From an optimization exercise on the open Yosys and OpenROAD flow, aimed at small area, a short achievable clock period and few clock cycles per item; shortcuts taken in it are not production practice.
Where RTL was checked, it was by simulation tests only, not by an equivalence proof against the original.

## upsample_csc
module upsample_csc (
    input  logic        clk,
    input  logic        resetn,
    input  logic        start,
    output logic        done,
    input  logic [15:0] sram_read_data,
    output logic [15:0] sram_write_data,
    output logic [17:0] sram_address,
    output logic        sram_we_n
);
Size: roughly 440 flip-flops, ~55 I/O pins, ~24,000 um^2 of cells after synthesis.
export LEC_CHECK = 0
export ABC_AREA = 0
export CAP_MARGIN = 20
export CORE_MARGIN = 2
export CORE_UTILIZATION = 55
export CTS_CLUSTER_DIAMETER = 100
export CTS_CLUSTER_SIZE = 28
export PLACE_DENSITY = 0.7
export SLEW_MARGIN = 20
export SYNTH_HIERARCHICAL = 1
export SYNTH_MINIMUM_KEEP_SIZE = 0
create_clock -name core_clock -period 11.0 [get_ports {clk}]
standard.sh (not shown) runs the stock make flow with config.mk's settings and CLKGATE_MAP_FILE= SYNTH_SCRIPT=/design/flow/synth_recipe.tcl, a recipe that flattens the netlist after the stock synthesis.
==> flow/flow/run.sh <==
#!/bin/bash
# Own layout flow: the standard synthesis unchanged, then the standard ORFS steps with
# stronger timing repair (a larger setup margin, all endpoints) and faster port buffers.
# Each step's full output goes to a log file in the work folder.
set -euo pipefail
bash standard.sh synth > synth.log 2>&1
bash standard.sh SETUP_SLACK_MARGIN=7.8 TNS_END_PERCENT=100 \
     BUFFER_PORTS_ARGS="-buffer_cell sky130_fd_sc_hd__buf_4" finish > layout.log 2>&1
Testbench counts at the start, summed over its fixed seeds: cycles 960,175, pixels 384,000.
Rerun with:
--- a/flow/flow/run.sh
+++ b/flow/flow/run.sh
@@ -7 +7 @@
-bash standard.sh SETUP_SLACK_MARGIN=7.8 TNS_END_PERCENT=100 \
+bash standard.sh SETUP_SLACK_MARGIN=7.5 TNS_END_PERCENT=100 \
What happened:
- The new run produced a clean layout
- final cell count is lower by 1.1%
- wire length goes down by 2.2%
- non-clock buffer count fell by 25
- count of clock-buffer cells in the layout decreases by 3
- cell area shrinks by 1.8%
- worst setup slack is worse by 0.078 ns
- utilization went down by 1.1 points
- area after synthesis does not change
- die area does not change
- sequential share of layout area increases by 0.44 points


upsample_csc, a different RTL version from the one above (not shown whole).
Size: ~2100 cells after synthesis, ~310 flip-flops, ~55 I/O pins, ~22000 um2 of cells after synthesis.
// upsample_csc
module upsample_csc (
    input  logic        clk,
    input  logic        resetn,
    input  logic        start,
    output logic        done,
    input  logic [15:0] sram_read_data,
    output logic [15:0] sram_write_data,
    output logic [17:0] sram_address,
    output logic        sram_we_n
);
logic        run;
logic        start_d;
logic [3:0]  k;           
logic [1:0]  lead;        
logic [6:0]  col;         
logic [15:0] yc;          
logic [15:0] ua;          
logic [17:0] ra;          
wire go = ~run & ~done & start & ~start_d;
wire k9 = (k == 4'd9);
always_ff @(posedge clk or negedge resetn) begin
    if (~resetn) begin
        run       <= 1'b0;
        start_d   <= 1'b0;
        done      <= 1'b0;
        sram_we_n <= 1'b1;
        k         <= 4'd0;
        lead      <= 2'd3;
    end else begin
        start_d <= start;
        if (go) begin
            run  <= 1'b1;
  ...
Settings: LEC_CHECK=0, CAP_MARGIN=20, CORE_MARGIN=2, CORE_UTILIZATION=40, PLACE_DENSITY=0.6, SLEW_MARGIN=20; clock period 11.0 ns.
run.sh (not shown) runs the stock make flow with config.mk's settings and CLKGATE_MAP_FILE= SYNTH_SCRIPT=/design/flow/synth_recipe.tcl, a recipe that flattens the netlist after the stock synthesis.
Stock flow here: none of the scripts above is used.
Testbench counts at the start, summed over its fixed seeds: cycles 960,155, pixels 384,000.
Next try:
ABC_AREA = 1   (was not set)
Result:
- The changed run went through all stages and came out clean
- wire length rose by 4.6%
- global-route usage hardly moves
- die area rose by 3.8%
- hold slack barely changes
- worst setup slack improved by 0.60 ns
- utilization stays flat
Next try:
==> flow/flow/run.sh (new file) <==
#!/bin/bash
# Own layout flow: the standard synthesis unchanged, then the standard ORFS steps with
# stronger timing repair (a larger setup margin, all endpoints) and faster port buffers.
# Each step's full output goes to a log file in the work folder.
set -euo pipefail
bash standard.sh synth > synth.log 2>&1
bash standard.sh SETUP_SLACK_MARGIN=${MARGIN:-7} TNS_END_PERCENT=100 \
     BUFFER_PORTS_ARGS="-buffer_cell sky130_fd_sc_hd__buf_4" finish > layout.log 2>&1
==> flow/standard.sh (new file) <==
#!/bin/bash
# synth_recipe.tcl (not shown) runs the flow's synth.tcl, then flattens the netlist and writes it again
# the make line also repeats each setting of config.mk as NAME=value (left out here)
make -C /OpenROAD-flow-scripts/flow DESIGN_CONFIG=/design/flow/config.mk WORK_HOME=/design/flow/orfs CLKGATE_MAP_FILE= SYNTH_SCRIPT=/design/flow/synth_recipe.tcl "${@:-finish}"
removed: flow/run.sh
=> The changed run finished with timing, DRC and antenna clean. Routed wire length went up by a few percent. Clock-buffer cell count went up by 6.


Setup of v36:
Another version of the RTL of upsample_csc (not shown whole).
For scale: about 1800 cells after synthesis, roughly 55 I/O pins.
export LEC_CHECK = 0
export ABC_AREA = 0
export CAP_MARGIN = 20
export CORE_MARGIN = 2
export CORE_UTILIZATION = 55
export CTS_CLUSTER_DIAMETER = 100
export CTS_CLUSTER_SIZE = 28
export PLACE_DENSITY = 0.7
export SLEW_MARGIN = 20
export SYNTH_HIERARCHICAL = 1
export SYNTH_MINIMUM_KEEP_SIZE = 0
create_clock -name core_clock -period 11.0 [get_ports {clk}]
standard.sh (not shown) runs the stock make flow with config.mk's settings and CLKGATE_MAP_FILE= SYNTH_SCRIPT=/design/flow/synth_recipe.tcl, a recipe that flattens the netlist after the stock synthesis.
==> flow/flow/run.sh <==
#!/bin/bash
# Own layout flow: the standard synthesis unchanged, then the standard ORFS steps with
# stronger timing repair (a larger setup margin, all endpoints) and faster port buffers.
# Each step's full output goes to a log file in the work folder.
set -euo pipefail
bash standard.sh synth > synth.log 2>&1
bash standard.sh SETUP_SLACK_MARGIN=7.8 TNS_END_PERCENT=100 \
     BUFFER_PORTS_ARGS="-buffer_cell sky130_fd_sc_hd__buf_4" finish > layout.log 2>&1
v36 reached the end of the flow, and the finished layout is clean on the timing, design-rule and antenna checks.
Testbench counts of v36, summed over its fixed seeds: cycles 960,180, pixels 384,000.
Relative to v36, the following input files were edited for v18:
--- a/flow/flow/run.sh
+++ b/flow/flow/run.sh
@@ -5,4 +5,4 @@
 set -euo pipefail
 bash standard.sh synth > synth.log 2>&1
-bash standard.sh SETUP_SLACK_MARGIN=7.8 TNS_END_PERCENT=100 \
+bash standard.sh SETUP_SLACK_MARGIN=7.5 TNS_END_PERCENT=100 \
      BUFFER_PORTS_ARGS="-buffer_cell sky130_fd_sc_hd__buf_4" finish > layout.log 2>&1
--- outcome ---
- v18 vs. v36: sequential share of layout area now larger; worst hold slack neither gained nor lost much; data required time at the worst endpoint went up by 2.64 ns; clock period minus final worst setup slack now sits higher; setup slack at placement saw a decrease.
- Changes observed in v18 relative to v36: total non-filler cell area in the finished layout has decreased, largest stage delay on the critical path rose 0.14 ns.
- v36 vs v18, top routing layer in use: met5 vs met4


upsample_csc, a different RTL version from the one above (not shown whole).
Size: ~2500 cells after synthesis, ~23000 µm² of cells after synthesis.
export LEC_CHECK = 0
export ABC_AREA = 1
export CAP_MARGIN = 20
export CORE_MARGIN = 2
export CORE_UTILIZATION = 40
export PLACE_DENSITY = 0.6
export SLEW_MARGIN = 20
create_clock -name core_clock -period 11.0 [get_ports {clk}]
==> flow/flow/run.sh <==
#!/bin/bash
# Own layout flow: the standard synthesis unchanged, then the standard ORFS steps with
# stronger timing repair (a larger setup margin, all endpoints) and faster port buffers.
# Each step's full output goes to a log file in the work folder.
set -euo pipefail
bash standard.sh synth > synth.log 2>&1
bash standard.sh SETUP_SLACK_MARGIN=7 TNS_END_PERCENT=100 \
     BUFFER_PORTS_ARGS="-buffer_cell sky130_fd_sc_hd__buf_4" finish > layout.log 2>&1
The first run finished with timing, DRC and antenna clean.
Testbench counts at the start, summed over its fixed seeds: cycles 960,155, pixels 384,000.
Change:
--- a/flow/flow/run.sh
+++ b/flow/flow/run.sh
@@ -5,4 +5,4 @@
 set -euo pipefail
 bash standard.sh synth > synth.log 2>&1
-bash standard.sh SETUP_SLACK_MARGIN=7 TNS_END_PERCENT=100 \
+bash standard.sh SETUP_SLACK_MARGIN=9 TNS_END_PERCENT=100 \
      BUFFER_PORTS_ARGS="-buffer_cell sky130_fd_sc_hd__buf_4" finish > layout.log 2>&1
=> Final area came out higher by roughly a tenth; first-iteration DRC count grows by about a fifth; hold slack hardly moves; clock skew went down by 39 ps.


Another version of the RTL of upsample_csc (not shown whole).
For scale: ~55 I/O pins, about 22000 µm² of cells after synthesis.
export LEC_CHECK = 0
export ABC_AREA = 0
export CAP_MARGIN = 20
export CORE_MARGIN = 2
export CORE_UTILIZATION = 55
export CTS_CLUSTER_DIAMETER = 100
export CTS_CLUSTER_SIZE = 28
export PLACE_DENSITY = 0.7
export SLEW_MARGIN = 20
export SYNTH_HIERARCHICAL = 1
export SYNTH_MINIMUM_KEEP_SIZE = 0
create_clock -name core_clock -period 11.0 [get_ports {clk}]
==> flow/flow/run.sh <==
#!/bin/bash
# Own layout flow: the standard synthesis unchanged, then the standard ORFS steps with
# stronger timing repair (a larger setup margin, all endpoints) and faster port buffers.
# Each step's full output goes to a log file in the work folder.
set -euo pipefail
bash standard.sh synth > synth.log 2>&1
bash standard.sh SETUP_SLACK_MARGIN=7.8 TNS_END_PERCENT=100 \
     BUFFER_PORTS_ARGS="-buffer_cell sky130_fd_sc_hd__buf_4" finish > layout.log 2>&1
Rerun with:
--- a/flow/flow/run.sh
+++ b/flow/flow/run.sh
@@ -7 +7 @@
-bash standard.sh SETUP_SLACK_MARGIN=7.8 TNS_END_PERCENT=100 \
+bash standard.sh SETUP_SLACK_MARGIN=7.5 TNS_END_PERCENT=100 \
Effect: Register-to-register slack got worse by 0.15 ns; sequential share of layout area grows by 0.57 points; hold slack is about the same; maximum frequency fell slightly; setup slack degrades by 0.032 ns; synthesized area does not change.
No functional check of the RTL was part of any run of this note.

## afterwards: timing with drivers on the ports
Ports are ideal in the flow. The routed layouts listed here were re-timed in OpenROAD. Step 1: set_driving_cell puts a clkbuf_16 on clk and a buf_2 on each other input, an assumption about the parent block. Step 2 also shifts input and output timing later by t, the mid clock arrival at the registers, as if the neighbouring blocks saw the same clock. Three values: no drivers, after step 1, after step 2; two values: the first two.
run	t, ns	setup slack, ns	worst slew at a driven data input, ns
the first run of note 1	0.608	7.661 / 7.606 / 7.658	0.03
the second run of note 1	0.615	7.582 / 7.582 / 7.582	0.03
the first run of note 2	0.617	5.135 / 5.135 / 5.135	0.04
the second run of note 2	0.619	5.733 / 5.733 / 5.733	0.05
the third run of note 2	0.619	6.441 / 6.441 / 6.441	0.04
v36	0.591	7.672 / 7.617 / 7.706	0.03
v18	0.599	7.663 / 7.616 / 7.490	0.05
the first run of note 4	0.636	6.517 / 6.517 / 6.517	0.05
the second run of note 4	0.629	6.530 / 6.530 / 6.530	0.09
the first run of note 5	0.585	7.687 / 7.632 / 7.691	0.03
the second run of note 5	0.607	7.655 / 7.600 / 7.672	0.04
After both steps every run listed still meets setup and hold. The setup slack of v18, which loses most, moves by -0.047 ns with the drivers and by -0.173 ns with both steps.
